Source: an optimization exercise on an open RTL-to-GDS flow (aim: small area). Production flows keep margins and buffers that such runs may drop. Function was checked by simulation only, so behaviour that the tests miss may differ from the original. Power figures rest on the tool's default switching activity, not on a simulated workload.

<file path="design.v">
module alu_regs(
    input  wire        clk,
    input  wire [63:0] op1,
    input  wire [63:0] op2,
    input  wire [3:0]  alu_ctrl,
    output reg  [63:0] result,
    output reg         zero
);
    reg  [63:0] op1_q, op2_q;
    reg  [3:0]  alu_ctrl_q;
    wire [63:0] alu_result;
    wire        alu_zero;
    alu alu_inst (
        .op1(op1_q),
        .op2(op2_q),
        .alu_ctrl(alu_ctrl_q),
        .result(alu_result),
        .zero(alu_zero)
    );
    always @(posedge clk) begin
        op1_q      <= op1;
        op2_q      <= op2;
        alu_ctrl_q <= alu_ctrl;
        result     <= alu_result;
        zero       <= alu_zero;
    end
endmodule

module base_alu(
    input  wire [63:0] op1, op2,
    input  wire [3:0]  alu_ctrl,
    output wire [63:0] result
);
    wire c0 = alu_ctrl == 4'd0;    
    wire c1 = alu_ctrl == 4'd1;    
    wire c2 = alu_ctrl == 4'd2;    
    wire c3 = alu_ctrl == 4'd3;    
    wire c4 = alu_ctrl == 4'd4;    
    wire c5 = alu_ctrl == 4'd5;    
    wire c6 = alu_ctrl == 4'd6;    
    wire c7 = alu_ctrl == 4'd7;    
    wire c8 = alu_ctrl == 4'd8;    
    wire c9 = alu_ctrl == 4'd9;    
    wire c10 = alu_ctrl == 4'd10;  
    wire sub = c1 | c6 | c7;
    wire arith = c0 | c1 | c6 | c7;
    wire [63:0] bx = (op2 ^ {64{sub}}) | {64{c5}};
    wire [63:0] p = op1 ^ bx;
    wire [63:0] g = op1 & bx & {64{arith}};
    localparam K = 8;
    wire [64:0] c;
    wire [63:0] gl, pl;
    wire [64/K:0] cb;
    assign cb[0] = sub;
    genvar i;
    generate
        for (i = 0; i < 64; i = i + 1) begin : g_carry
            if (i % K == 0) begin : g_first
                assign gl[i] = g[i];
                assign pl[i] = p[i];
            end else begin : g_next
                assign gl[i] = g[i] | (p[i] & gl[i-1]);
                assign pl[i] = p[i] & pl[i-1];
            end
            assign c[i+1] = gl[i] | (pl[i] & cb[i/K]);
            if (i % K == K - 1) begin : g_blk
                assign cb[i/K+1] = c[i+1];
            end
        end
    endgenerate
    assign c[0] = sub;
    wire [63:0] sum = p ^ c[63:0];
    wire ltu = ~c[64];
    wire lts = (op1[63] ^ op2[63]) ? op1[63] : ltu;
    wire [63:0] rin;
    generate
        for (i = 0; i < 64; i = i + 1) begin : g_rev
            assign rin[i] = (c8 & op1[63-i]) | ((c9 | c10) & op1[i]);
        end
    endgenerate
    wire fill = c10 & op1[63];
    wire [63:0] sr = $signed({fill, rin}) >>> op2[5:0];
    wire [63:0] sl;
    generate
        for (i = 0; i < 64; i = i + 1) begin : g_rev2
            assign sl[i] = sr[63-i];
        end
    endgenerate
    wire [63:0] ab = op1 & op2;
    assign result = ({64{c0 | c1 | c4 | c5}} & sum)
                  | ({64{c2 | c3}} & ab)
                  | ({64{c3}} & p)
                  | {63'd0, (c6 & lts) | (c7 & ltu)}
                  | ({64{c8}} & sl)
                  | ({64{c9 | c10}} & sr);
endmodule
module alu(
    input  wire [63:0] op1, op2,
    input  wire [3:0]  alu_ctrl,
    output wire [63:0] result,
    output wire        zero
);
    wire [63:0] base_result;
    base_alu base_alu_inst (
        .op1(op1),
        .op2(op2),
        .alu_ctrl(alu_ctrl),
        .result(base_result)
    );
    assign result = base_result;
    assign zero = ~|base_result;
endmodule
</file>
<file path="flow/run.sh">
#!/bin/bash
# Own layout flow.
# 1. the standard synthesis (its netlist gives the register names).
# 2. flow/gen_netlist.py writes the same design as a hand-mapped netlist of
#    sky130 cells (same registers, same instance names and cell type); it
#    simulates the netlist against a model of the ALU first. If it fails, or
#    its registers differ from the standard synthesis's, the standard netlist
#    is kept.
# 3. the standard layout steps, with port buffers of the smallest buffer,
#    no dummy clock-tree loads and power (area) recovery after global routing.
# Each tool's output goes to a log_*.txt file in the work folder.
set -euo pipefail
W=$(pwd)
RES=$W/orfs/results/$FLOW_PLATFORM/alu_regs/base
LIB=$FLOW_HOME/platforms/$FLOW_PLATFORM/lib/sky130_fd_sc_hd__tt_025C_1v80.lib

bash standard.sh synth > $W/log_synth_standard.txt 2>&1
cp $RES/1_2_yosys.v $W/standard_1_2_yosys.v

regs() { grep -oE "sky130_fd_sc_hd__df[a-z0-9_]+ +\\\\[^ ]+" "$1" | sed 's/  */ /' | sort; }
if python3 $W/flow/gen_netlist.py $LIB $W/hand_1_2_yosys.v > $W/log_gen_netlist.txt 2>&1 \
   && diff <(regs $W/standard_1_2_yosys.v) <(regs $W/hand_1_2_yosys.v) > $W/log_regs_diff.txt 2>&1 \
   && [ "$(regs $W/hand_1_2_yosys.v | wc -l)" -gt 0 ]; then
  cp $W/hand_1_2_yosys.v $RES/1_2_yosys.v
  bash standard.sh do-1_synth > $W/log_synth_odb.txt 2>&1
  echo "using the hand-mapped netlist" > $W/log_netlist_choice.txt
else
  echo "using the standard netlist" > $W/log_netlist_choice.txt
fi

export BUFFER_PORTS_ARGS="-buffer_cell sky130_fd_sc_hd__buf_1"
export REMOVE_ABC_BUFFERS=1
export RECOVER_POWER=100
export CTS_ARGS="-sink_clustering_enable -repair_clock_nets -dont_use_dummy_load"
bash standard.sh finish > $W/log_layout.txt 2>&1
</file>
<file path="flow/gen_netlist.py">
#!/usr/bin/env python3
"""Write alu_regs as a netlist of sky130_fd_sc_hd cells, mapped by hand.

usage: gen_netlist.py LIBERTY OUT.v

The registers are the standard synthesis's (same instance names and cell);
the logic between them is the ALU of rtl/base_alu.v and rtl/alu.v built from
hand-chosen cells:
  - adder: per-bit propagate/generate, carries rippled inside 8-bit blocks,
    block carries chained with inverting muxes;
  - logic operations from the adder's propagate/generate terms;
  - one right shifter (SLL through bit reversal at its input and output),
    stages alternating a22oi/o22ai so no inverters are needed;
  - result and zero flag.
Before writing, the netlist is simulated with the cells' liberty functions
against a model of the ALU; any mismatch aborts with exit status 1.
"""
import random
import re
import sys

P = "sky130_fd_sc_hd__"


class Netlist:
    def __init__(self):
        self.cells = []  # (type, name, {pin: net})
        self.n = 0

    def net(self, hint="n"):
        self.n += 1
        return f"{hint}_{self.n}"

    def add(self, typ, out_pin, ins, hint="n", out=None):
        o = out or self.net(hint)
        pins = dict(ins)
        pins[out_pin] = o
        self.cells.append((typ, None, pins))
        return o


N = Netlist()


def g(typ, out_pin, hint="n", **ins):
    return N.add(typ, out_pin, ins, hint)


# cell helpers (all drive strength 1; repair sizes them where timing needs)
def inv(a): return g("inv_1", "Y", A=a)
def nand2(a, b): return g("nand2_1", "Y", A=a, B=b)
def nor2(a, b): return g("nor2_1", "Y", A=a, B=b)
def and2(a, b): return g("and2_1", "X", A=a, B=b)
def nand3(a, b, c): return g("nand3_1", "Y", A=a, B=b, C=c)
def nor3(a, b, c): return g("nor3_1", "Y", A=a, B=b, C=c)
def nand4(a, b, c, d): return g("nand4_1", "Y", A=a, B=b, C=c, D=d)
def nor4(a, b, c, d): return g("nor4_1", "Y", A=a, B=b, C=c, D=d)
def xor2(a, b): return g("xor2_1", "X", A=a, B=b)
def xnor2(a, b): return g("xnor2_1", "Y", A=a, B=b)
def a21oi(a1, a2, b1): return g("a21oi_1", "Y", A1=a1, A2=a2, B1=b1)
def o21ai(a1, a2, b1): return g("o21ai_0", "Y", A1=a1, A2=a2, B1=b1)
def a21boi(a1, a2, b1n): return g("a21boi_0", "Y", A1=a1, A2=a2, B1_N=b1n)
def a22oi(a1, a2, b1, b2): return g("a22oi_1", "Y", A1=a1, A2=a2, B1=b1, B2=b2)
def o22ai(a1, a2, b1, b2): return g("o22ai_1", "Y", A1=a1, A2=a2, B1=b1, B2=b2)
def a22o(a1, a2, b1, b2): return g("a22o_1", "X", A1=a1, A2=a2, B1=b1, B2=b2)
def a221oi(a1, a2, b1, b2, c1):
    return g("a221oi_1", "Y", A1=a1, A2=a2, B1=b1, B2=b2, C1=c1)
def o221ai(a1, a2, b1, b2, c1):
    return g("o221ai_1", "Y", A1=a1, A2=a2, B1=b1, B2=b2, C1=c1)
def mux2i(a0, a1, s): return g("mux2i_1", "Y", A0=a0, A1=a1, S=s)


W = 64
K = 8  # adder block size

# register outputs
A = [f"op1_q_{i}" for i in range(W)]
B = [f"op2_q_{i}" for i in range(W)]
C = [f"ctrl_q_{i}" for i in range(4)]

# ---------------------------------------------------------------- decode
Cn = [inv(c) for c in C]
c3n = Cn[3]
# codes (C3 C2 C1 C0)
# sub: 1, 6, 7      notop: 5       arith_n (carries off): 3, 4, 5
# en_s: 0 1 3 4 5   en_ab: 2, 3    c8: 8   cR: 9, 10   c10: 10   c6, c7
t_c2c1 = and2(C[2], C[1])                       # 6, 7 (and 14, 15)
t_001 = nor3(C[2], C[1], Cn[0])                 # x001
sub_pre = nor2(t_c2c1, t_001)                   # !(x11x | x001)
sub = nor2(sub_pre, C[3])                       # 1, 6, 7
notop_n = nand4(c3n, C[2], Cn[1], C[0])         # !5
x21 = xor2(C[2], C[1])
arith_n = and2(x21, g("or2_1", "X", A=C[2], B=C[0]))   # 3, 4, 5 (don't care 2, 8..15)
arith = inv(arith_n)
# en_s: codes 0,1,3,4,5 -> C3=0 and not (2, 6, 7)
#   2 = 0010, 6 = 0110, 7 = 0111 : (C1 & !C0 & !C2) | (C2 & C1)
t_0010 = nor3(C[2], Cn[1], C[0])
en_s_n = g("or3_1", "X", A=C[3], B=t_0010, C=t_c2c1)
en_ab_n = g("or3_1", "X", A=C[3], B=C[2], C=Cn[1])   # !(2, 3)
c8 = nor4(Cn[3], C[2], C[1], C[0])
cR = and2(nor2(Cn[3], C[2]), xor2(C[1], C[0]))      # 9, 10
c10 = nor4(Cn[3], C[2], Cn[1], C[0])
c6 = nor4(C[3], Cn[2], Cn[1], C[0])
c7 = nor4(C[3], Cn[2], Cn[1], Cn[0])

# ---------------------------------------------------------------- adder front
bxt = []   # op2 xor sub, or 1 for NOT
for i in range(W):
    bxn = xnor2(B[i], sub)
    bxt.append(nand2(bxn, notop_n))
gn = [nand2(A[i], bxt[i]) for i in range(W)]
# propagate polarity by position m in block: m = 0 or odd -> p_n, even >= 2 -> p
pp = {}
for i in range(W):
    m = i % K
    if m == 0 or m % 2 == 1:
        pp[i] = ("n", xnor2(A[i], bxt[i]))
    else:
        pp[i] = ("p", xor2(A[i], bxt[i]))

# ---------------------------------------------------------------- carries
# block-local prefix GL, PL: even m inverted, odd m true
GL = {}
PL = {}
for i in range(W):
    m = i % K
    pol, pv = pp[i]
    if m == 0:
        GL[i] = gn[i]          # inverted
        PL[i] = pv             # p_n, inverted
    elif m % 2 == 1:
        # inputs GL[i-1], PL[i-1] inverted; p_n
        GL[i] = o21ai(pv, GL[i - 1], gn[i])         # true
        PL[i] = nor2(pv, PL[i - 1])                 # true
    else:
        # inputs true; p true
        GL[i] = a21boi(pv, GL[i - 1], gn[i])        # inverted
        PL[i] = nand2(pv, PL[i - 1])                # inverted

nblk = W // K
cb = [None] * (nblk + 1)      # block carry in, (true, inverted)
cb_t = sub
cb[0] = (cb_t, inv(cb_t))
for j in range(nblk):
    last = j * K + K - 1      # odd m: GL, PL true
    t, n = cb[j]
    if j % 2 == 0:
        # mux2i with true data -> inverted carry
        gla = and2(GL[last], arith)
        out_n = mux2i(gla, t, PL[last])
        cb[j + 1] = (inv(out_n), out_n)
    else:
        gla_n = nand2(GL[last], arith)
        out = mux2i(gla_n, n, PL[last])
        cb[j + 1] = (out, inv(out))

# carry into each bit, with polarity
carry = {}
for i in range(W):
    m = i % K
    j = i // K
    if m == 0:
        carry[i] = ("t", cb[j][0])
    else:
        k = i - 1
        km = k % K
        if km % 2 == 1:   # GL, PL true
            carry[i] = ("n", a22oi(GL[k], arith, PL[k], cb[j][0]))
        else:             # GL, PL inverted
            carry[i] = ("t", o22ai(GL[k], arith_n, PL[k], cb[j][1]))

sum_n = []
for i in range(W):
    ppol, pv = pp[i]
    cpol, cv = carry[i]
    # sum = p ^ c; sum_n = !(p ^ c)
    if (ppol == "p") == (cpol == "t"):
        sum_n.append(xnor2(pv, cv))
    else:
        sum_n.append(xor2(pv, cv))

# ---------------------------------------------------------------- shifter
fill = and2(c10, A[W - 1])
x = [a22o(c8, A[W - 1 - i], cR, A[i]) for i in range(W)]   # true
xpol = "t"
for k in range(6):
    d = 1 << k
    s = B[k]
    sn = inv(s)
    if xpol == "t":
        F = and2(s, fill)
        y = []
        for i in range(W):
            if i + d < W:
                y.append(a22oi(x[i + d], s, x[i], sn))
            else:
                y.append(a21oi(sn, x[i], F))
        xpol = "n"
    else:
        Fn = nand2(s, fill)
        y = []
        for i in range(W):
            if i + d < W:
                y.append(o22ai(x[i + d], sn, x[i], s))
            else:
                y.append(o21ai(s, x[i], Fn))
        xpol = "t"
    x = y
assert xpol == "t"
sr = x

# ---------------------------------------------------------------- SLT / SLTU
ltu = cb[nblk][1]                       # no carry out of op1 - op2
p63n = pp[W - 1][1]
assert pp[W - 1][0] == "n"
p63 = inv(p63n)
lts = a22o(p63, ltu, p63n, A[W - 1])    # equal signs: ltu, else op1's sign
lt = a22o(c6, lts, c7, ltu)

# ---------------------------------------------------------------- result
res = []
for i in range(W):
    if i == 0:
        t2n = a221oi(sr[i], cR, sr[W - 1 - i], c8, lt)
    else:
        t2n = a22oi(sr[i], cR, sr[W - 1 - i], c8)
    res.append(o221ai(sum_n[i], en_s_n, gn[i], en_ab_n, t2n))

z1 = [nor4(*res[4 * q:4 * q + 4]) for q in range(16)]
z2 = [nand4(*z1[4 * q:4 * q + 4]) for q in range(4)]
zero = nor4(*z2)


# ---------------------------------------------------------------- check
def parse_lib(path):
    txt = open(path).read()
    funcs = {}
    for cm in re.finditer(r'\bcell\s*\(\s*"?(\w+)"?\s*\)\s*\{', txt):
        name = cm.group(1)
        if not name.startswith(P):
            continue
        end = group_end(txt, cm.end())
        body = txt[cm.end():end]
        for pm in re.finditer(r'\bpin\s*\(\s*"?(\w+)"?\s*\)\s*\{', body):
            pend = group_end(body, pm.end())
            pb = body[pm.end():pend]
            top = re.sub(r"\{[^{}]*\}", "", pb)
            while "{" in top:
                top = re.sub(r"\{[^{}]*\}", "", top)
            if re.search(r'direction\s*:\s*"?output"?', top):
                fm = re.search(r'\bfunction\s*:\s*"([^"]+)"', top)
                if fm:
                    funcs[(name[len(P):], pm.group(1))] = fm.group(1)
    return funcs


def group_end(txt, start):
    depth = 1
    i = start
    while depth:
        j = txt.index("{", i) if "{" in txt[i:i + 1] else None
        m = re.compile(r"[{}]").search(txt, i)
        depth += 1 if m.group() == "{" else -1
        i = m.end()
    return i - 1


def pyexpr(f):
    f = f.replace("!", "~").replace("+", "|").replace("*", "&")
    f = re.sub(r"\)\s+\(", ")&(", f)
    return f


def simulate(funcs, a, b, c, nvec):
    mask = (1 << nvec) - 1
    val = {}
    for i in range(W):
        val[A[i]] = a[i]
        val[B[i]] = b[i]
    for i in range(4):
        val[C[i]] = c[i]
    for typ, _, pins in N.cells:
        outs = [p for p in pins if (typ, p) in funcs]
        assert len(outs) == 1, (typ, pins)
        op = outs[0]
        env = {p: val[n] for p, n in pins.items() if p != op}
        val[pins[op]] = eval(pyexpr(funcs[(typ, op)]), {}, env) & mask
    return val


def model(a, b, c):
    m = (1 << 64) - 1
    sa = a - (1 << 64) if a >> 63 else a
    sb = b - (1 << 64) if b >> 63 else b
    sh = b & 63
    r = {0: (a + b) & m, 1: (a - b) & m, 2: a & b, 3: a | b, 4: a ^ b,
         5: ~a & m, 6: int(sa < sb), 7: int(a < b), 8: (a << sh) & m,
         9: a >> sh, 10: (sa >> sh) & m}.get(c, 0)
    return r


def check(lib):
    funcs = parse_lib(lib)
    rnd = random.Random(12345)
    specials = [0, 1, (1 << 64) - 1, 1 << 63, (1 << 63) - 1, (1 << 63) + 1,
                (1 << 32) - 1, 1 << 32, 2, 0x5555555555555555, 0xAAAAAAAAAAAAAAAA]
    vecs = []
    for c in range(16):
        for sa in specials:
            for sb in specials:
                vecs.append((sa, sb, c))
    for _ in range(20000):
        c = rnd.randrange(16)
        kind = rnd.randrange(6)
        a = rnd.getrandbits(64)
        b = rnd.getrandbits(64)
        if kind == 1:
            b = a
        elif kind == 2:
            b = (a + rnd.randrange(-8, 9)) % (1 << 64)
        elif kind == 3:
            b = (~a + rnd.randrange(2)) % (1 << 64)
        elif kind == 4:
            a = rnd.choice(specials)
            b = rnd.getrandbits(6) | (rnd.getrandbits(58) << 6)
        vecs.append((a, b, c))
    nvec = len(vecs)
    a = [sum(((v[0] >> i) & 1) << k for k, v in enumerate(vecs)) for i in range(W)]
    b = [sum(((v[1] >> i) & 1) << k for k, v in enumerate(vecs)) for i in range(W)]
    c = [sum(((v[2] >> i) & 1) << k for k, v in enumerate(vecs)) for i in range(4)]
    val = simulate(funcs, a, b, c, nvec)
    bad = 0
    for k, (va, vb, vc) in enumerate(vecs):
        exp = model(va, vb, vc)
        got = sum(((val[res[i]] >> k) & 1) << i for i in range(W))
        z = (val[zero] >> k) & 1
        if got != exp or z != int(exp == 0):
            bad += 1
            if bad < 5:
                print(f"mismatch a={va:x} b={vb:x} c={vc} got={got:x} exp={exp:x} z={z}")
    print(f"checked {nvec} vectors, {bad} mismatches, {len(N.cells)} cells")
    return bad == 0


def area(lib):
    txt = open(lib).read()
    ar = {}
    for m in re.finditer(r'cell\s*\(\s*"?(\w+)"?\s*\)\s*\{.*?\barea\s*:\s*([\d.]+)', txt, re.S):
        ar[m.group(1)[len(P):]] = float(m.group(2))
    tot = sum(ar[t] for t, _, _ in N.cells)
    return tot + W * 3 * 20.0192 + 4 * 20.0192 + 20.0192


# ---------------------------------------------------------------- write
def esc(n):
    return "\\" + n + " " if re.search(r"[^A-Za-z0-9_]", n) else n


def write(path):
    nets = set()
    for _, _, pins in N.cells:
        nets.update(pins.values())
    nets.update(A + B + C)
    nets.add(zero)
    nets.update(res)
    lines = ["module alu_regs(clk, op1, op2, alu_ctrl, result, zero);",
             "  input clk;", "  input [63:0] op1;", "  input [63:0] op2;",
             "  input [3:0] alu_ctrl;", "  output [63:0] result;", "  output zero;"]
    for n in sorted(nets):
        lines.append(f"  wire {esc(n)};")
    def ff(name, d, q):
        lines.append(f"  {P}dfxtp_1 {esc(name)} (.CLK(clk), .D({d}), .Q({q}));")
    for i in range(4):
        ff(f"alu_ctrl_q[{i}]$_DFF_P_", f"alu_ctrl[{i}]", C[i])
    for i in range(W):
        ff(f"op1_q[{i}]$_DFF_P_", f"op1[{i}]", A[i])
    for i in range(W):
        ff(f"op2_q[{i}]$_DFF_P_", f"op2[{i}]", B[i])
    for i in range(W):
        ff(f"result[{i}]$_DFF_P_", res[i], f"result[{i}]")
    ff("zero$_DFF_P_", zero, "zero")
    for k, (typ, _, pins) in enumerate(N.cells):
        conn = ", ".join(f".{p}({esc(n)})" for p, n in pins.items())
        lines.append(f"  {P}{typ} g_{k} ({conn});")
    lines.append("endmodule")
    open(path, "w").write("\n".join(lines) + "\n")


def write_comb(path):
    """The logic alone, as module alu, for an equivalence check against rtl/."""
    nets = set()
    for _, _, pins in N.cells:
        nets.update(pins.values())
    lines = ["module alu(op1, op2, alu_ctrl, result, zero);",
             "  input [63:0] op1;", "  input [63:0] op2;",
             "  input [3:0] alu_ctrl;", "  output [63:0] result;", "  output zero;"]
    for n in sorted(nets - set(A + B + C)):
        lines.append(f"  wire {esc(n)};")
    for i in range(W):
        lines.append(f"  wire {A[i]} = op1[{i}];")
        lines.append(f"  wire {B[i]} = op2[{i}];")
        lines.append(f"  assign result[{i}] = {res[i]};")
    for i in range(4):
        lines.append(f"  wire {C[i]} = alu_ctrl[{i}];")
    lines.append(f"  assign zero = {zero};")
    for k, (typ, _, pins) in enumerate(N.cells):
        conn = ", ".join(f".{p}({esc(n)})" for p, n in pins.items())
        lines.append(f"  {P}{typ} g_{k} ({conn});")
    lines.append("endmodule")
    open(path, "w").write("\n".join(lines) + "\n")


if __name__ == "__main__":
    lib, out = sys.argv[1], sys.argv[2]
    ok = check(lib)
    print(f"area estimate (cells + flops, before layout): {area(lib):.1f}")
    if not ok:
        sys.exit(1)
    write(out)
    if len(sys.argv) > 3:
        write_comb(sys.argv[3])
</file>
<file path="standard.sh">
#!/bin/bash
# synth_recipe.tcl (not shown) runs the flow's synth.tcl, then flattens the netlist and writes it again
# the make line also repeats each setting of config.mk as NAME=value (left out here)
make -C /OpenROAD-flow-scripts/flow DESIGN_CONFIG=/design/flow/config.mk WORK_HOME=/design/flow/orfs CLKGATE_MAP_FILE= SYNTH_SCRIPT=/design/flow/synth_recipe.tcl "${@:-finish}"
</file>
<file path="config.mk">
export PLATFORM = sky130hd
export DESIGN_NAME = alu_regs
export DESIGN_NICKNAME = alu_regs
export VERILOG_FILES = /design/flow/design.v
export SDC_FILE = /design/flow/constraint.sdc
export NUM_CORES = 8
export LEC_CHECK = 0
export CAP_MARGIN = 20
export CORE_MARGIN = 2
export CORE_UTILIZATION = 40
export SETUP_SLACK_MARGIN = 0.05
export SLEW_MARGIN = 20
</file>
<file path="constraint.sdc">
create_clock -name core_clock -period 6.0 [get_ports {clk}]
set_input_delay 1.2000 -clock core_clock [delete_from_list [all_inputs] [get_ports {clk}]]
set_output_delay 1.2000 -clock core_clock [all_outputs]
set_load 0.01 [all_outputs]
</file>
==> flow_summary.toml, run 1 <==
[placed_design]
hpwl_um = 35700
io_buffers = 197
gp_congestion = 0.987

[clock_network]
clk-insertion-delay-late_ps = 450
cts_buffer_depth = 2
cts-htree-levels = 4
cts-root-buf = "clkbuf_16"
cts_sinks = 197
cts-hold-fix-buffers = 0
cts_tree = "built"
cts_made_buffers = 17
path_clk_slew_ps = 70

[synthesis]
netlist_area_mm2 = 0.0117
ys_warn_count = 1
postSynthAreaPerCell_um2 = 8.67
syn_inst = 1346

[sta]
period_minus_slack_ps = 5600
worst_pin_slew_ps = 856
timing.fmax_mhz = 178
min_period_over_period_pct = 93.4
holdWs_ps = 636
maxSlewViolCount = 0
finalSetupViolations = 0
final-hold-violation-count = 0
rsz0062_at_grt = "no"
relSlewSlack_pct = 42.9
skew_ps = 20.6

[pwr]
p_switching_uw = 1270
p_per_area_mw_per_mm2 = 259
power.internal_uw = 2440
power_frac_comb_pct = 34.8
vdd_drop_max_uv = 217
p_sw_share_pct = 34.2
p_leak_uw = 0.00501
p_clk_share_pct = 24.8
seqPwrFrac_pct = 40.5

[job]
max_cap_violations = 0

[setup_path]
cp.arrival_ps = 5960
end_kind = "register"
startpoint_type = "register"
crit_path_max_incr_delay_ps = 360
cp.required_ps = 6360
slowest_stage = "clkbuf_1"
path_common_cell = "o21ai_1"
criticalPathCategory = "register to register"
crit_path_max_fanout = 5

[grt]
grt_pass1_vias = 12194
grt-ovfl-total = 0
grt_pass1_wl_um = 70900
grt_usage_pct = 30.1
grt_max_degree = 129
antenna_found_initial = 2

[route]
drc_errors = 0
dr.pass1.iters = 8
dr.first_iter.drc_count = 1494
wl_per_cell_um = 22.9
viasPerCell = 6.35
num_vias = 13077
ant_nets = 0
drt_wl_total_um = 47200

[floorplanning]
die_w_um = 175
die_height_um = 175
rows = 62
core_mm2 = 0.0287
die_area_mm2 = 0.0306
start_util_pct = 40.7
ios = 198

[status]
status = "finished clean"

[final_layout]
fin_nets = 1810
area_growth_pct = 22.7
fillerInstances = 2852
drive_above_1_share_pct = 9.07
fin_util_pct = 49.9

[min_path]
hold_class = "register to register"
-- metal layers --
layer,part of all wire (%),track usage [%],vias up
li1,-,-,6122
met1,43,40.8,6199
met2,44,46.4,674
met3,9.6,7.79,80
met4,2.8,10.3,2
met5,0.087,0,-
-- cell type report --
| type | instances | area [um^2] | share of cell area, % |
|---|---|---|---|
| timing repair buffer | 312 | 1650 | 11.5 |
| sequential | 197 | 3950 | 27.6 |
| antenna | 1 | 2.50 | 0.0175 |
| tap | 384 | 480 | 3.35 |
| clock buffer | 17 | 425 | 2.97 |
| multi-input combinational | 1128 | 7740 | 54.0 |
| inverter | 21 | 78.8 | 0.550 |
-- stage by stage --
stage	cells	total power (uW)	TNS, ps	setup WS (ps)	area (um^2)
final	2060	3710	0	398	14300
after global placement	2037	2750	0	91.7	13800
after global routing	2059	3900	0	29.5	14300
after floorplan	1346	2280	-400450	-6410	11700
after detailed placement	2037	2760	-197	-197	13800
after CTS	2056	3690	0	51.9	14200
-- power groups by stage --
| stage | sequential (uW) | combinational (uW) | clock [uW] |
|---|---|---|---|
| final | 1500 | 1290 | 919 |
| after floorplan | 1570 | 704 | 0 |
| after CTS | 1500 | 1250 | 944 |
| after global routing | 1510 | 1390 | 1000 |
| after detailed placement | 1530 | 1230 | 0 |
| after global placement | 1530 | 1220 | 0 |
-- sequential cells by signal, indices dropped and copies added (netlist names) --
name        cells
op2_q          64
zero            1
alu_ctrl_q      4
result         64
op1_q          64
-- cells in the final DEF, fill, tap and decap left out, drive strengths merged --
cell    instances
buf           303
a22oi         258
dfxtp         197
o22ai         182
nand2         159
xnor2         104
xor2           90
o21ai          74
a22o           66
o221ai         64
nor2           35
clkbuf         26
a21boi         24
a21oi          21
inv            21
nor4           21
and2           11
mux2i           8
nand4           5
or3             2
nor3            2
diode           1
or2             1
a221oi          1
-- worst max-delay path, delay by kind of cell (launching register included) --
family | cells | cell delay [ps]
and+or+nand+nor | 8 | 1180
muxes | 5 | 760
AOI/OAI and AO/OA | 9 | 1550
xor gates and xnor gates | 3 | 470
DFF | 1 | 320
buffers and inverters | 6 | 1240
-- what timing repair did --
action | in CTS | in global routing
gates resized for setup | 6 | 37
endpoints found under the setup margin | 1 | 5
buffers inserted | 2 | 3
pin swaps | 1 | 12
-- worst paths after layout --
| kind | startpoint | endpoint | slack [ps] | depth (start not counted) |
|---|---|---|---|---|
| max | alu_ctrl_q[2] | zero | 400 | 31 |
| min reg2reg | op1_q[22] | result[22] | 640 | 2 |
| max reg2reg | alu_ctrl_q[2] | zero | 400 | 31 |
| min | op1_q[22] | result[22] | 640 | 2 |
==> run 2, diff against run 1 <==
--- a/flow/run.sh
+++ b/flow/run.sh
@@ -33,3 +33,3 @@
 export RECOVER_POWER=100
 export CTS_ARGS="-sink_clustering_enable -repair_clock_nets -dont_use_dummy_load"
-bash standard.sh finish > $W/log_layout.txt 2>&1
+bash standard.sh ${FLOW_TARGET:-finish} > $W/log_layout.txt 2>&1
--- a/flow/gen_netlist.py
+++ b/flow/gen_netlist.py
@@ -8,5 +8,5 @@
 hand-chosen cells:
   - adder: per-bit propagate/generate, carries rippled inside 8-bit blocks,
-    block carries chained with inverting muxes;
+    block carries from a Kogge-Stone prefix network over the blocks;
   - logic operations from the adder's propagate/generate terms;
   - one right shifter (SLL through bit reversal at its input and output),
@@ -48,5 +48,5 @@
 
 # cell helpers (all drive strength 1; repair sizes them where timing needs)
-def inv(a): return g("inv_1", "Y", A=a)
+def inv(a): return g("inv_2", "Y", A=a)
 def nand2(a, b): return g("nand2_1", "Y", A=a, B=b)
 def nor2(a, b): return g("nor2_1", "Y", A=a, B=b)
@@ -59,6 +59,6 @@
 def xnor2(a, b): return g("xnor2_1", "Y", A=a, B=b)
 def a21oi(a1, a2, b1): return g("a21oi_1", "Y", A1=a1, A2=a2, B1=b1)
-def o21ai(a1, a2, b1): return g("o21ai_0", "Y", A1=a1, A2=a2, B1=b1)
-def a21boi(a1, a2, b1n): return g("a21boi_0", "Y", A1=a1, A2=a2, B1_N=b1n)
+def o21ai(a1, a2, b1): return g("o21ai_1", "Y", A1=a1, A2=a2, B1=b1)
+def a21boi(a1, a2, b1n): return g("a21boi_1", "Y", A1=a1, A2=a2, B1_N=b1n)
 def a22oi(a1, a2, b1, b2): return g("a22oi_1", "Y", A1=a1, A2=a2, B1=b1, B2=b2)
 def o22ai(a1, a2, b1, b2): return g("o22ai_1", "Y", A1=a1, A2=a2, B1=b1, B2=b2)
@@ -69,8 +69,10 @@
     return g("o221ai_1", "Y", A1=a1, A2=a2, B1=b1, B2=b2, C1=c1)
 def mux2i(a0, a1, s): return g("mux2i_1", "Y", A0=a0, A1=a1, S=s)
+def drv(a, size): return g(f"inv_{size}", "Y", A=a)
 
 
 W = 64
 K = 8  # adder block size
+FANOUT_UPSIZE = 5
 
 # register outputs
@@ -80,33 +82,45 @@
 
 # ---------------------------------------------------------------- decode
-Cn = [inv(c) for c in C]
-c3n = Cn[3]
 # codes (C3 C2 C1 C0)
 # sub: 1, 6, 7      notop: 5       arith_n (carries off): 3, 4, 5
 # en_s: 0 1 3 4 5   en_ab: 2, 3    c8: 8   cR: 9, 10   c10: 10   c6, c7
+# The registers drive the two decodes on the adder's critical path (sub,
+# notop) and one inverter each; the rest of the decode uses those copies.
+Cn = [inv(c) for c in C]
+Cp = [inv(c) for c in Cn]
+# Control nets with many loads are driven by strong inverters (drv), which
+# the layout flow keeps (it removes buffers before placement).
+# sub (1, 6, 7; don't care for 8..15, where the sum is not used):
+#   = (C0 | C2) & (C1 == C2)
+sub_n = g("o21ai_2", "Y", A1=C[0], A2=C[2], B1=xnor2(C[1], C[2]))
+sub_lo, sub_hi = drv(sub_n, 8), drv(sub_n, 8)   # bits 0..31, 32..63
+sub = sub_lo
+notop = g("nor2_2", "Y", A=nand2(C[2], C[0]), B=g("or2_1", "X", A=C[3], B=C[1]))  # 5
+notop_n_lo, notop_n_hi = drv(notop, 6), drv(notop, 6)
+C = Cp
 t_c2c1 = and2(C[2], C[1])                       # 6, 7 (and 14, 15)
-t_001 = nor3(C[2], C[1], Cn[0])                 # x001
-sub_pre = nor2(t_c2c1, t_001)                   # !(x11x | x001)
-sub = nor2(sub_pre, C[3])                       # 1, 6, 7
-notop_n = nand4(c3n, C[2], Cn[1], C[0])         # !5
 x21 = xor2(C[2], C[1])
-arith_n = and2(x21, g("or2_1", "X", A=C[2], B=C[0]))   # 3, 4, 5 (don't care 2, 8..15)
-arith = inv(arith_n)
+arith_nw = and2(x21, g("or2_1", "X", A=C[2], B=C[0]))  # 3, 4, 5 (don't care 2, 8..15)
+arith = drv(arith_nw, 4)
+arith_n = drv(arith, 4)
 # en_s: codes 0,1,3,4,5 -> C3=0 and not (2, 6, 7)
 #   2 = 0010, 6 = 0110, 7 = 0111 : (C1 & !C0 & !C2) | (C2 & C1)
 t_0010 = nor3(C[2], Cn[1], C[0])
-en_s_n = g("or3_1", "X", A=C[3], B=t_0010, C=t_c2c1)
-en_ab_n = g("or3_1", "X", A=C[3], B=C[2], C=Cn[1])   # !(2, 3)
-c8 = nor4(Cn[3], C[2], C[1], C[0])
-cR = and2(nor2(Cn[3], C[2]), xor2(C[1], C[0]))      # 9, 10
+en_s_n = drv(nor3(C[3], t_0010, t_c2c1), 8)
+en_ab_n = drv(nor3(C[3], C[2], Cn[1]), 8)      # !(2, 3)
+c8n = inv(nor4(Cn[3], C[2], C[1], C[0]))
+c8a, c8b = drv(c8n, 8), drv(c8n, 8)             # 8: shifter input, result
+cRn = nand2(nor2(Cn[3], C[2]), xor2(C[1], C[0]))
+cRa, cRb = drv(cRn, 8), drv(cRn, 8)             # 9, 10
 c10 = nor4(Cn[3], C[2], Cn[1], C[0])
 c6 = nor4(C[3], Cn[2], Cn[1], C[0])
 c7 = nor4(C[3], Cn[2], Cn[1], Cn[0])
+C = [f"ctrl_q_{i}" for i in range(4)]
 
 # ---------------------------------------------------------------- adder front
 bxt = []   # op2 xor sub, or 1 for NOT
 for i in range(W):
-    bxn = xnor2(B[i], sub)
-    bxt.append(nand2(bxn, notop_n))
+    bxn = xnor2(B[i], sub_lo if i < 32 else sub_hi)
+    bxt.append(nand2(bxn, notop_n_lo if i < 32 else notop_n_hi))
 gn = [nand2(A[i], bxt[i]) for i in range(W)]
 # propagate polarity by position m in block: m = 0 or odd -> p_n, even >= 2 -> p
@@ -139,19 +153,68 @@
 
 nblk = W // K
-cb = [None] * (nblk + 1)      # block carry in, (true, inverted)
-cb_t = sub
-cb[0] = (cb_t, inv(cb_t))
+# Block carries: a Kogge-Stone prefix network over the blocks' (generate,
+# propagate) pairs, with the carry-in folded into block 0. Signals carry a
+# polarity ("t" true, "n" inverted); each node picks the cell that takes its
+# inputs' polarities, inverting an input only where they disagree.
+_inv_cache = {}
+
+
+def flip(s):
+    net, pol = s
+    if net not in _inv_cache:
+        _inv_cache[net] = inv(net)
+    return (_inv_cache[net], "n" if pol == "t" else "t")
+
+
+def gnode(gh, ph, gl):
+    """gh | ph & gl"""
+    if ph[1] != gl[1]:
+        gl = flip(gl)
+    if ph[1] == "t":
+        if gh[1] == "t":
+            return (a21oi(ph[0], gl[0], gh[0]), "n")
+        return (a21boi(ph[0], gl[0], gh[0]), "n")
+    if gh[1] == "n":
+        return (o21ai(ph[0], gl[0], gh[0]), "t")
+    return (g("o21bai_1", "Y", A1=ph[0], A2=gl[0], B1_N=gh[0]), "t")
+
+
+def pnode(ph, pl):
+    """ph & pl"""
+    if ph[1] != pl[1]:
+        pl = flip(pl)
+    if ph[1] == "t":
+        return (nand2(ph[0], pl[0]), "n")
+    return (nor2(ph[0], pl[0]), "t")
+
+
+eG = []
+eP = []
 for j in range(nblk):
     last = j * K + K - 1      # odd m: GL, PL true
-    t, n = cb[j]
-    if j % 2 == 0:
-        # mux2i with true data -> inverted carry
-        gla = and2(GL[last], arith)
-        out_n = mux2i(gla, t, PL[last])
-        cb[j + 1] = (inv(out_n), out_n)
-    else:
-        gla_n = nand2(GL[last], arith)
-        out = mux2i(gla_n, n, PL[last])
-        cb[j + 1] = (out, inv(out))
+    if j == 0:
+        eG.append((a22oi(GL[last], arith, PL[last], sub), "n"))
+        eP.append(None)
+    else:
+        eG.append((nand2(GL[last], arith), "n"))
+        eP.append(flip((PL[last], "t")))
+# Kogge-Stone: every node drives at most two others
+lvl = 0
+while (1 << lvl) < nblk:
+    d = 1 << lvl
+    nG, nP = list(eG), list(eP)
+    for j in range(d, nblk):
+        nG[j] = gnode(eG[j], eP[j], eG[j - d])
+        nP[j] = None if eP[j - d] is None else pnode(eP[j], eP[j - d])
+    eG, eP = nG, nP
+    lvl += 1
+# each block's carry reaches its bits through two inverters, so the prefix
+# network sees one load per block
+cb = [(sub, sub_n)]
+for j in range(nblk):
+    x_, pol = eG[j]
+    y_ = inv(x_)
+    z_ = inv(y_)
+    cb.append((z_, y_) if pol == "t" else (y_, z_))
 
 # carry into each bit, with polarity
@@ -182,12 +245,12 @@
 # ---------------------------------------------------------------- shifter
 fill = and2(c10, A[W - 1])
-x = [a22o(c8, A[W - 1 - i], cR, A[i]) for i in range(W)]   # true
+x = [a22o(c8a, A[W - 1 - i], cRa, A[i]) for i in range(W)]   # true
 xpol = "t"
 for k in range(6):
     d = 1 << k
-    s = B[k]
-    sn = inv(s)
+    sn = drv(B[k], 8)
+    s = drv(inv(B[k]), 8)
     if xpol == "t":
-        F = and2(s, fill)
+        F = and2(s, fill) if d < 16 else drv(nand2(s, fill), 4)
         y = []
         for i in range(W):
@@ -198,5 +261,5 @@
         xpol = "n"
     else:
-        Fn = nand2(s, fill)
+        Fn = nand2(s, fill) if d < 16 else drv(and2(s, fill), 4)
         y = []
         for i in range(W):
@@ -215,6 +278,8 @@
 assert pp[W - 1][0] == "n"
 p63 = inv(p63n)
-lts = a22o(p63, ltu, p63n, A[W - 1])    # equal signs: ltu, else op1's sign
-lt = a22o(c6, lts, c7, ltu)
+# lt = c7 & ltu | c6 & (equal signs ? ltu : op1's sign) = k1 & ltu | k0,
+# with the late ltu last
+k1 = g("a21o_1", "X", A1=c6, A2=p63, B1=c7)
+k0 = g("and3_1", "X", A=c6, B=p63n, C=A[W - 1])
 
 # ---------------------------------------------------------------- result
@@ -222,8 +287,10 @@
 for i in range(W):
     if i == 0:
-        t2n = a221oi(sr[i], cR, sr[W - 1 - i], c8, lt)
+        t2n = a221oi(sr[i], cRb, sr[W - 1 - i], c8b, k0)
+        xn = g("o221a_1", "X", A1=sum_n[i], A2=en_s_n, B1=gn[i], B2=en_ab_n, C1=t2n)
+        res.append(nand2(xn, nand2(k1, ltu)))
     else:
-        t2n = a22oi(sr[i], cR, sr[W - 1 - i], c8)
-    res.append(o221ai(sum_n[i], en_s_n, gn[i], en_ab_n, t2n))
+        t2n = a22oi(sr[i], cRb, sr[W - 1 - i], c8b)
+        res.append(o221ai(sum_n[i], en_s_n, gn[i], en_ab_n, t2n))
 
 z1 = [nor4(*res[4 * q:4 * q + 4]) for q in range(16)]
@@ -232,4 +299,22 @@
 
 
+# ---------------------------------------------------------------- sizing
+# Cells (other than the strong inverters) driving many loads get the next
+# drive strength.
+UPSIZE = {"nand2_1": "nand2_2", "nor2_1": "nor2_2", "a21oi_1": "a21oi_2",
+          "o21ai_1": "o21ai_2", "a21boi_1": "a21boi_2", "o21bai_1": "o21bai_2",
+          "a22oi_1": "a22oi_2", "o22ai_1": "o22ai_2", "inv_2": "inv_4",
+          "and2_1": "and2_2", "mux2i_1": "mux2i_2"}
+_fo = {}
+for _t, _, _p in N.cells:
+    for _pin, _n in _p.items():
+        if _pin not in ("X", "Y"):
+            _fo[_n] = _fo.get(_n, 0) + 1
+for _k, (_t, _nm, _p) in enumerate(N.cells):
+    _out = _p.get("Y", _p.get("X"))
+    if _fo.get(_out, 0) >= FANOUT_UPSIZE and _t in UPSIZE:
+        N.cells[_k] = (UPSIZE[_t], _nm, _p)
+
+
 # ---------------------------------------------------------------- check
 def parse_lib(path):
==> flow_summary.toml, run 2 <==
[final_layout]
final_cells = 2025
drive_above_1_share_pct = 5.50
final_cell_mix = "a22oi_1, dfxtp_1, buf_1"
area_growth_pct = 14.2
largest_registers = "op1_q: 64 flops, op2_q: 64 flops, result: 64 flops"
final_common_cell = "a22oi_1"
fillerInstances = 2979
fin_util_pct = 46.4
fin_nets = 1770
num_antenna_cells = 0

[setup_path]
cp.arrival_ps = 5900
crit_path_max_fanout = 32
end_kind = "register"
startpoint_type = "register"
criticalPathCategory = "register to register"
cp.required_ps = 6360

[clock_network]
cts-htree-levels = 4
cts-root-buf = "clkbuf_16"
cts_resized = 0
cts_tree = "built"
path_clk_slew_ps = 80
cts_buffer_depth = 2
cts_sinks = 197
cts_setup_buffers = 0
clk-insertion-delay-late_ps = 460
cts_made_buffers = 17
cts-hold-fix-buffers = 0

[sta]
skew_ps = 32.8
maxSlewViolCount = 0
worst_pin_slew_ps = 926
final-hold-violation-count = 0
period_minus_slack_ps = 5550
timing.fmax_mhz = 180
tns_ps = 0
layout_setup_ws_ps = 455
rsz0062_at_grt = "no"
relSlewSlack_pct = 37.6
min_period_over_period_pct = 92.4
finalSetupViolations = 0

[floorplanning]
core_mm2 = 0.0297
ios = 198
start_util_pct = 40.7
rows = 63
die_w_um = 178
die_area_mm2 = 0.0316
die_height_um = 178

[synthesis]
postSynthAreaPerCell_um2 = 8.56
netlist_area_mm2 = 0.0121
ys_warn_count = 1
syn_inst = 1413

[pwr]
p_leak_uw = 0.00470
finalPower_uw = 3820
vdd_drop_max_uv = 246
p_per_area_mw_per_mm2 = 277

[grt]
grt_max_degree = 66
grt-ovfl-total = 0
antenna_found_initial = 0
grt_usage_pct = 29.0
grt_pass1_wl_um = 69200
grt_pass1_vias = 11817

[job]
max_cap_violations = 0

[placed_design]
gp_congestion = 0.982
post-place-ws_ps = 768
place_inst = 2008
io_buffers = 197
hpwl_um = 34100

[route]
dr.pass1.iters = 7
ant_nets = 0
drt_wl_total_um = 46600
wl_per_cell_um = 23.0
dr.first_iter.drc_count = 1306
num_vias = 13146
drc_errors = 0
viasPerCell = 6.49

[min_path]
hold_class = "register to register"

[status]
status = "finished clean"
## run 2: path summary, 6_finish.rpt
check	endpoint	slack, ps	depth (start not counted)	start
setup / recovery	zero	450	25	alu_ctrl_q[3]
hold / removal	result[38]	630	2	op1_q[38]
setup reg to reg	zero	450	25	alu_ctrl_q[3]
hold reg to reg	result[38]	630	2	op1_q[38]
## run 2: per-layer routing
| layer | track usage, % | vias to the layer above | share of wire (%) |
|---|---|---|---|
| li1 | - | 6071 | - |
| met1 | 40.9 | 6337 | 45 |
| met2 | 43.8 | 664 | 44 |
| met3 | 4.52 | 74 | 8.1 |
| met4 | 12.1 | 0 | 3.3 |
| met5 | 0 | - | 0 |
## run 2: worst max-delay path, cell delays in order, from the launching register on
cell	delay, ps
dfxtp_1	320
or2_0	230
nor2_2	270
inv_6	180
nand2_1	170
nand2_1	120
o21ai_1	180
a21boi_1	120
o21ai_0	400
a21boi_1	170
o21ai_1	180
a21boi_0	170
o21ai_1	160
a22oi_1	100
buf_4	190
o21ai_1	340
inv_2	40
o21ai_0	290
inv_4	100
inv_2	120
xor2_1	190
o221ai_1	250
nor4_1	510
buf_4	210
nand4_1	180
nor4_1	240
## run 2: metrics by stage
| stage | cell area, um^2 | hold WS [ps] |
|---|---|---|
| after floorplan | 12100 | 579 |
| after global placement | 13400 | 621 |
| after detailed placement | 13400 | 637 |
| after CTS | 13800 | 642 |
| after global routing | 13800 | 682 |
| final | 13800 | 635 |
## run 2: final cells by class
type / instances / area, um^2 / area share (%)
timing repair buffer: 205 / 800 / 5.79
tap: 390 / 488 / 3.54
multi-input combinational: 1150 / 7700 / 55.8
clock buffer: 17 / 425 / 3.08
sequential: 197 / 3940 / 28.6
inverter: 66 / 442 / 3.20
## run 2: power breakdown
group	switching, uW	leakage [uW]	total [uW]	internal [uW]
clock network	434	0.000209	925	491
registers	79.1	0.00165	1520	1440
logic	873	0.00284	1370	496
total	1390	0.00470	3820	2430
==> run 3, diff against run 2 <==
--- a/flow/run.sh
+++ b/flow/run.sh
@@ -32,4 +32,4 @@
 export REMOVE_ABC_BUFFERS=1
 export RECOVER_POWER=100
-export CTS_ARGS="-sink_clustering_enable -repair_clock_nets -dont_use_dummy_load"
+export CTS_ARGS="-sink_clustering_enable -repair_clock_nets -dont_use_dummy_load -buf_list sky130_fd_sc_hd__clkbuf_8"
 bash standard.sh ${FLOW_TARGET:-finish} > $W/log_layout.txt 2>&1
--- a/flow/gen_netlist.py
+++ b/flow/gen_netlist.py
@@ -107,10 +107,10 @@
 #   2 = 0010, 6 = 0110, 7 = 0111 : (C1 & !C0 & !C2) | (C2 & C1)
 t_0010 = nor3(C[2], Cn[1], C[0])
-en_s_n = drv(nor3(C[3], t_0010, t_c2c1), 8)
-en_ab_n = drv(nor3(C[3], C[2], Cn[1]), 8)      # !(2, 3)
+en_s_n = drv(nor3(C[3], t_0010, t_c2c1), 4)
+en_ab_n = drv(nor3(C[3], C[2], Cn[1]), 4)      # !(2, 3)
 c8n = inv(nor4(Cn[3], C[2], C[1], C[0]))
-c8a, c8b = drv(c8n, 8), drv(c8n, 8)             # 8: shifter input, result
+c8a, c8b = drv(c8n, 4), drv(c8n, 4)             # 8: shifter input, result
 cRn = nand2(nor2(Cn[3], C[2]), xor2(C[1], C[0]))
-cRa, cRb = drv(cRn, 8), drv(cRn, 8)             # 9, 10
+cRa, cRb = drv(cRn, 4), drv(cRn, 4)             # 9, 10
 c10 = nor4(Cn[3], C[2], Cn[1], C[0])
 c6 = nor4(C[3], Cn[2], Cn[1], C[0])
@@ -249,6 +249,6 @@
 for k in range(6):
     d = 1 << k
-    sn = drv(B[k], 8)
-    s = drv(inv(B[k]), 8)
+    sn = drv(B[k], 4)
+    s = drv(inv(B[k]), 4)
     if xpol == "t":
         F = and2(s, fill) if d < 16 else drv(nand2(s, fill), 4)
--- a/config.mk
+++ b/config.mk
@@ -8,5 +8,6 @@
 export CAP_MARGIN = 20
 export CORE_MARGIN = 2
-export CORE_UTILIZATION = 40
+export CORE_UTILIZATION = 60
+export PLACE_DENSITY = 0.7
 export SETUP_SLACK_MARGIN = 0.05
 export SLEW_MARGIN = 20
==> flow_summary.toml, run 3 <==
[clock_network]
cts-root-buf = "clkbuf_8"
path_clk_slew_ps = 90
cts_tree = "built"
cts_buffer_depth = 2
cts-hold-fix-buffers = 0
clk-insertion-delay-late_ps = 490
cts-htree-levels = 4
cts_sinks = 197
cts_made_buffers = 17

[synthesis]
netlist_area_mm2 = 0.0120
postSynthAreaPerCell_um2 = 8.49
syn_inst = 1413
ys_warn_count = 1

[grt]
grt_pass1_wl_um = 69500
grt_pass1_vias = 12761
antenna_found_initial = 0
grt_usage_pct = 41.3
grt-ovfl-total = 0
grt_max_degree = 66

[route]
ant_nets = 0
dr.pass1.iters = 8
wl_per_cell_um = 23.9
drt_wl_total_um = 45500
dr.first_iter.drc_count = 2314
num_vias = 13660
drc_errors = 0
viasPerCell = 7.19

[final_layout]
final_common_cell = "a22oi_1"
stdcell_area_mm2 = 0.0134
area.sequential_mm2 = 0.00394
fillerInstances = 1651
num_antenna_cells = 0
fin_nets = 1769
area_growth_pct = 11.4
multi_input_comb_area_mm2 = 0.00771
drive_above_1_share_pct = 5.63
largest_registers = "op1_q: 64 flops, op2_q: 64 flops, result: 64 flops"
final_cell_mix = "a22oi_1, dfxtp_1, buf_1"

[job]
max_cap_violations = 0

[placed_design]
gp_congestion = 1.02
io_buffers = 197
placed_cell_area_mm2 = 0.0131
hpwl_um = 32700

[sta]
worst_pin_slew_ps = 1050
period_minus_slack_ps = 5740
relSlewSlack_pct = 29.2
finalSetupViolations = 0
holdWs_ps = 652
tns_ps = 0
skew_ps = 47.0
maxSlewViolCount = 0
rsz0062_at_grt = "no"
final-hold-violation-count = 0
timing.fmax_mhz = 174
min_period_over_period_pct = 95.7

[setup_path]
crit_path_max_fanout = 20
cp.required_ps = 6380
path_cells = "xnor2_1 -> o21ai_2 -> inv_8 -> buf_4 -> xnor2_1 -> nand2_1 -> xnor2_1 -> o21ai_0 -> a21boi_1 -> o21ai_1 -> a21boi_1 -> o21ai_1 -> a21boi_1 -> o21ai_1 -> nand2_1 -> o21ai_1 -> a21oi_1 -> inv_4 -> a22oi_1 -> xor2_1 -> o221ai_1 -> nor4_1 -> nand4_1 -> nor4_1"
startpoint_type = "register"
path_common_cell = "o21ai_1"
end_kind = "register"
cp.arrival_ps = 6120
slowest_stage = "nor4_1"
crit_path_max_incr_delay_ps = 700
rrSetupSlack_ps = 260
criticalPathCategory = "register to register"

[floorplanning]
rows = 51
die_w_um = 145
die_height_um = 145
die_area_mm2 = 0.0211
start_util_pct = 61.5
ios = 198
core_mm2 = 0.0195

[pwr]
p_leak_uw = 0.00458
finalPower_uw = 3570
vdd_drop_max_uv = 253
p_per_area_mw_per_mm2 = 267

[min_path]
hold_class = "register to register"

[status]
status = "finished clean"
==> run 3: worst paths after layout <==
check / cells past startpoint / from / to
max reg2reg: 24 / alu_ctrl_q[1] / zero
min: 2 / op1_q[53] / result[53]
max: 24 / alu_ctrl_q[1] / zero
min reg2reg: 2 / op1_q[53] / result[53]
==> run 3: power breakdown <==
group          leakage (uW)  switching (uW)  internal [uW]  total, uW
Sequential          0.00165            75.4           1440       1520
Clock              0.000122             412            251        664
Combinational       0.00280             901            492       1390
==> run 3: area by class of cell <==
class	instances	share of cell area [%]
Multi-Input combinational cell	1150	57.7
Sequential cell	197	29.5
Timing Repair Buffer	204	5.93
Inverter	66	2.62
Tap cell	265	2.48
Clock buffer	17	1.75
==> run 3: per-stage QoR <==
stage	util (%)	setup WS, ps	cells
final	68.5	258	1899
after global routing	68.5	37.4	1899
after CTS	68.4	390	1899
after detailed placement	67.2	443	1882
after global placement	67.2	630	1882
after floorplan	-	1470	1413
==> run 3: worst max-delay path, delay by kind of cell, from the launching register on <==
family / cells / cell delay [ps]
buffers and inverters: 3 / 680
and+or+nand+nor: 5 / 1600
AOI/OAI and AO/OA: 12 / 2090
DFF: 1 / 420
xor gates and xnor gates: 4 / 820
==> run 3: routing by layer <==
| layer | global-route usage, % | vias up | part of all wire (%) |
|---|---|---|---|
| met1 | 53.7 | 6356 | 38 |
| met3 | 9.40 | 173 | 12 |
| met4 | 22.3 | 0 | 5.6 |
| li1 | - | 6075 | - |
| met2 | 64.1 | 1056 | 44 |
| met5 | 0 | - | 0 |
==> run 3: repair_timing <==
action,4_1_cts,5_1_grt
setup endpoints to repair,0,1
buffers inserted,0,0
resized for setup,0,2
endpoints found under the hold margin,0,0
==> run 4, diff against run 3 <==
--- a/flow/gen_netlist.py
+++ b/flow/gen_netlist.py
@@ -91,11 +91,15 @@
 # Control nets with many loads are driven by strong inverters (drv), which
 # the layout flow keeps (it removes buffers before placement).
-# sub (1, 6, 7; don't care for 8..15, where the sum is not used):
+# sub (1, 6, 7; 0 for 5; don't care for 8..15, where the sum is not used):
 #   = (C0 | C2) & (C1 == C2)
 sub_n = g("o21ai_2", "Y", A1=C[0], A2=C[2], B1=xnor2(C[1], C[2]))
 sub_lo, sub_hi = drv(sub_n, 8), drv(sub_n, 8)   # bits 0..31, 32..63
 sub = sub_lo
-notop = g("nor2_2", "Y", A=nand2(C[2], C[0]), B=g("or2_1", "X", A=C[3], B=C[1]))  # 5
-notop_n_lo, notop_n_hi = drv(notop, 6), drv(notop, 6)
+notop_nw = g("or2_1", "X", A=nand2(C[2], C[0]), B=g("or2_1", "X", A=C[3], B=C[1]))  # !5
+# The adder's second operand, per bit: op2 (ADD), ~op2 (SUB), 1 (NOT), as
+# op2 ? t1 : t0 with t1 = !sub, t0 = sub | notop (sub is 0 for NOT); the
+# inverting mux takes their complements: t1_n = sub, t0_n = !(sub | notop).
+t0 = nand2(sub_n, notop_nw)
+t0_n_lo, t0_n_hi = drv(t0, 8), drv(t0, 8)
 C = Cp
 t_c2c1 = and2(C[2], C[1])                       # 6, 7 (and 14, 15)
@@ -121,6 +125,6 @@
 bxt = []   # op2 xor sub, or 1 for NOT
 for i in range(W):
-    bxn = xnor2(B[i], sub_lo if i < 32 else sub_hi)
-    bxt.append(nand2(bxn, notop_n_lo if i < 32 else notop_n_hi))
+    lo = i < 32
+    bxt.append(mux2i(t0_n_lo if lo else t0_n_hi, sub_lo if lo else sub_hi, B[i]))
 gn = [nand2(A[i], bxt[i]) for i in range(W)]
 # propagate polarity by position m in block: m = 0 or odd -> p_n, even >= 2 -> p
==> flow_summary.toml, run 4 <==
[placed_design]
post-place-ws_ps = 403
io_buffers = 197
placed_cell_area_mm2 = 0.0130
gp_congestion = 1.09
place_inst = 1822
hpwl_um = 32200

[clock_network]
cts_resized = 0
cts-htree-levels = 4
cts_tree = "built"
cts_setup_buffers = 0
cts_buffer_depth = 2
cts_sinks = 197
cts-hold-fix-buffers = 0
path_clk_slew_ps = 80
cts_made_buffers = 17
clk-insertion-delay-late_ps = 480
cts-root-buf = "clkbuf_8"

[floorplanning]
die_height_um = 145
die_area_mm2 = 0.0209
start_util_pct = 61.1
rows = 51
core_mm2 = 0.0194
die_w_um = 145
ios = 198

[route]
drc_errors = 0
num_vias = 13436
dr.first_iter.drc_count = 2115
dr.pass1.iters = 7
viasPerCell = 7.31
wl_per_cell_um = 24.4
drt_wl_total_um = 44900
ant_nets = 0

[pwr]
vdd_drop_max_uv = 222
p_leak_uw = 0.00461
p_per_area_mw_per_mm2 = 260

[sta]
relSlewSlack_pct = 44.5
skew_ps = 35.4
rsz0062_at_grt = "no"
layout_setup_ws_ps = 207
holdWs_ps = 633
final-hold-violation-count = 0
timing.fmax_mhz = 173
period_minus_slack_ps = 5790
min_period_over_period_pct = 96.5
tns_ps = 0
finalSetupViolations = 0
maxSlewViolCount = 0
worst_pin_slew_ps = 823

[setup_path]
cp.required_ps = 6370
startpoint = "alu_ctrl_q[1]"
r2r-start = "alu_ctrl_q[1]"
startpoint_type = "register"
end_kind = "register"
cp.arrival_ps = 6160
criticalPathCategory = "register to register"
rrSetupSlack_ps = 210
crit_path_max_fanout = 17

[grt]
antenna_found_initial = 1
grt-ovfl-total = 0
grt_pass1_wl_um = 67800
grt_max_degree = 66
grt_pass1_vias = 12289
grt_usage_pct = 42.0

[final_layout]
fin_nets = 1709
final_cells = 1839
multi_input_comb_area_mm2 = 0.00756
final_common_cell = "a22oi_1"
num_antenna_cells = 0
area_growth_pct = 11.8
area.sequential_mm2 = 0.00394
drive_above_1_share_pct = 5.84
final_cell_mix = "a22oi_1, dfxtp_1, buf_1"
largest_registers = "op1_q: 64 flops, op2_q: 64 flops, result: 64 flops"
fillerInstances = 1638
stdcell_area_mm2 = 0.0132

[status]
status = "finished clean"

[min_path]
min_from = "op1_q[13]"
hold_class = "register to register"

[synthesis]
postSynthAreaPerCell_um2 = 8.78
ys_warn_count = 1
syn_inst = 1350
netlist_area_mm2 = 0.0118

[job]
max_cap_violations = 0
## run 4: final cells by class
class                   count  share of cell area, %
well taps                 265                   2.50
multi-input cells        1087                   57.1
flip-flops and latches    197                   29.8
repair buffers            207                   6.12
inverters                  66                   2.68
clock buffers              17                   1.77
## run 4: path summary, 6_finish.rpt
kind         cells past startpoint    endpoint
max                             24        zero
min                              2  result[13]
max reg2reg                     24        zero
min reg2reg                      2  result[13]
## run 4: worst max-delay path, cell delays in order (launching register included)
cell      delay [ps]
dfxtp_1          350
or2_1            210
or2_1            210
nand2_1          280
inv_8            120
mux2i_1          230
xnor2_1          210
o21ai_1          150
a21boi_1         210
o21ai_1          110
a21boi_1         200
o21ai_0          130
a21boi_1         210
o21ai_1           80
a22oi_1          430
o21ai_0          280
a21oi_1          410
inv_4             90
inv_1            160
o22ai_1          120
xor2_1           160
o221ai_1         190
nor4_1           540
nand4_1          320
nor4_1           280
## run 4: stage by stage
stage / power (uW) / util [%]
after global placement: 2730 / 67.0
after CTS: 3400 / 68.2
after detailed placement: 2760 / 67.0
after global routing: 3590 / 68.3
after floorplan: 2370 / -
final: 3450 / 68.3
## run 4: per-layer routing
layer  up-vias  GRT usage, %  share of wire [%]
met4         2          23.3                6.6
li1       5949             -                  -
met3       232          8.54                 12
met1      6210          53.7                 38
met2      1043          66.5                 44
met5         -             0              0.029
## run 4: power breakdown
| part | switching [uW] | internal, uW | total (uW) |
|---|---|---|---|
| registers | 73.9 | 1440 | 1510 |
| logic | 833 | 447 | 1280 |
| clock network | 406 | 251 | 657 |
==> run 5, diff against run 4 <==
--- a/flow/gen_netlist.py
+++ b/flow/gen_netlist.py
@@ -132,8 +132,9 @@
 for i in range(W):
     m = i % K
+    # p = (op1 | b) & !(op1 & b), sharing the generate term gn
     if m == 0 or m % 2 == 1:
-        pp[i] = ("n", xnor2(A[i], bxt[i]))
+        pp[i] = ("n", o21ai(A[i], bxt[i], gn[i]))
     else:
-        pp[i] = ("p", xor2(A[i], bxt[i]))
+        pp[i] = ("p", g("o21a_1", "X", A1=A[i], A2=bxt[i], B1=gn[i]))
 
 # ---------------------------------------------------------------- carries
==> flow_summary.toml, run 5 <==
[sta]
tns_ps = 0
skew_ps = 42.9
timing.fmax_mhz = 177
final-hold-violation-count = 0
relSlewSlack_pct = 41.0
worst_pin_slew_ps = 877
rsz0062_at_grt = "no"
min_period_over_period_pct = 94.4
maxSlewViolCount = 0
finalSetupViolations = 0
layout_setup_ws_ps = 335
period_minus_slack_ps = 5670

[clock_network]
cts-hold-fix-buffers = 0
clk-insertion-delay-late_ps = 490
path_clk_slew_ps = 110
cts_buffer_depth = 2
cts_made_buffers = 17
cts-htree-levels = 4
cts-root-buf = "clkbuf_8"
cts_sinks = 197
cts_tree = "built"

[route]
drt_wl_total_um = 46900
drc_errors = 0
dr.pass1.iters = 10
num_vias = 13760
wl_per_cell_um = 25.5
ant_nets = 0
dr.first_iter.drc_count = 2679
viasPerCell = 7.48

[setup_path]
cp.required_ps = 6390
slowest_stage = "nor4_1"
crit_path_max_incr_delay_ps = 630
cp.arrival_ps = 6050
end_kind = "register"
crit_path_max_fanout = 20
path_common_cell = "o21ai_1"
startpoint_type = "register"
criticalPathCategory = "register to register"

[synthesis]
syn_inst = 1350
ys_warn_count = 1
netlist_area_mm2 = 0.0117
postSynthAreaPerCell_um2 = 8.65

[final_layout]
final_cell_mix = "a22oi_1, dfxtp_1, buf_1"
fillerInstances = 1643
final_common_cell = "a22oi_1"
fin_nets = 1709
drive_above_1_share_pct = 6.29
largest_registers = "op1_q: 64 flops, op2_q: 64 flops, result: 64 flops"
area_growth_pct = 12.1
multi_input_comb_area_mm2 = 0.00740
area.sequential_mm2 = 0.00394
num_antenna_cells = 0

[floorplanning]
die_height_um = 143
rows = 51
die_w_um = 143
start_util_pct = 60.6
core_mm2 = 0.0193
die_area_mm2 = 0.0206
ios = 198

[pwr]
vdd_drop_max_uv = 238
p_per_area_mw_per_mm2 = 260
p_leak_uw = 0.00455

[placed_design]
hpwl_um = 33300
io_buffers = 197
gp_congestion = 1.02
post-place-ws_ps = 156

[min_path]
hold_class = "register to register"

[status]
status = "finished clean"

[grt]
grt_max_degree = 66
antenna_found_initial = 0
grt_pass1_wl_um = 69900
grt-ovfl-total = 0
grt_pass1_vias = 12378
grt_usage_pct = 44.2

[job]
max_cap_violations = 0
[run 5: layout make-up]
type | instances | area share, %
clock buffers | 17 | 1.79
flip-flops and latches | 197 | 30.2
multi-input cells | 1087 | 56.6
inverters | 66 | 2.73
repair buffers | 207 | 6.20
well taps | 265 | 2.54
[run 5: worst paths after layout]
kind         cells past startpoint     startpoint         end  slack, ps
max                             27  alu_ctrl_q[2]        zero        330
min                              2      op1_q[54]  result[54]        650
max reg2reg                     27  alu_ctrl_q[2]        zero        330
min reg2reg                      2      op1_q[54]  result[54]        650
[run 5: through the flow]
stage	hold slack (ps)	power (uW)	cells	instance area, um^2	util, %
after floorplan	588	2300	1350	11700	-
after global placement	624	2650	1819	12800	66.4
after detailed placement	637	2680	1819	12800	66.4
after CTS	634	3340	1836	13000	67.6
after global routing	687	3540	1839	13100	67.9
final	649	3400	1839	13100	67.9
[run 5: critical path, delay by kind of cell, from the launching register on]
family / cells / cell delay, ps
compound gates: 13 / 2380
simple gates: 5 / 1270
buf+inv: 6 / 930
flops: 1 / 450
xor+xnor: 2 / 360
mux: 1 / 160
[run 5: metal layers]
layer / wire length (um) / up-vias / GRT usage (%)
met4: 2520 / 0 / 19.3
met2: 20400 / 1231 / 68.1
li1: - / 6032 / -
met5: 0 / - / 0
met1: 17400 / 6258 / 57.6
met3: 6540 / 239 / 13.0
[run 5: power breakdown]
part	total [uW]	internal, uW	switching, uW
logic	1230	409	823
clock network	673	251	421
registers	1500	1430	67.6
[run 5: repair_timing]
item	CTS	global route
setup endpoints to repair	0	1
hold endpoints to repair	0	0
resized for setup	0	6
setup buffers	0	3

[port drivers added, routing unchanged]
How much do the figures lean on ideal ports? The routed layouts below were timed once more, with nothing changed but the port constraints.
Step 1 (the two cells are an assumption about what drives the block):
set clk [get_ports {clk}]
set_driving_cell -lib_cell sky130_fd_sc_hd__clkbuf_16 $clk
set_driving_cell -lib_cell sky130_fd_sc_hd__buf_2 [delete_from_list [all_inputs] $clk]
Step 2 moves the port delays by t, midway between the first and last clock arrival at a register: inputs arrive t later, outputs are due t later. That takes back most of the time a late clock gives input paths.
a / b / c = no drivers / after step 1 / after step 2; a / b = the first two.
| run | shift t [ns] | slack for setup (ns) | worst setup path after step 2 | slew at the worst register clock pin (ns) |
|---|---|---|---|---|
| run 1 | 0.494 | 0.398 / 0.398 / 0.398 | register to register | 0.07 / 0.07 |
| run 2 | 0.499 | 0.455 / 0.455 / 0.455 | register to register | 0.08 / 0.08 |
| run 3 | 0.510 | 0.258 / 0.258 / 0.258 | register to register | 0.12 / 0.12 |
| run 4 | 0.506 | 0.207 / 0.207 / 0.207 | register to register | 0.11 / 0.11 |
| run 5 | 0.520 | 0.335 / 0.335 / 0.335 | register to register | 0.11 / 0.11 |
After both steps setup and hold are still met in every run listed.
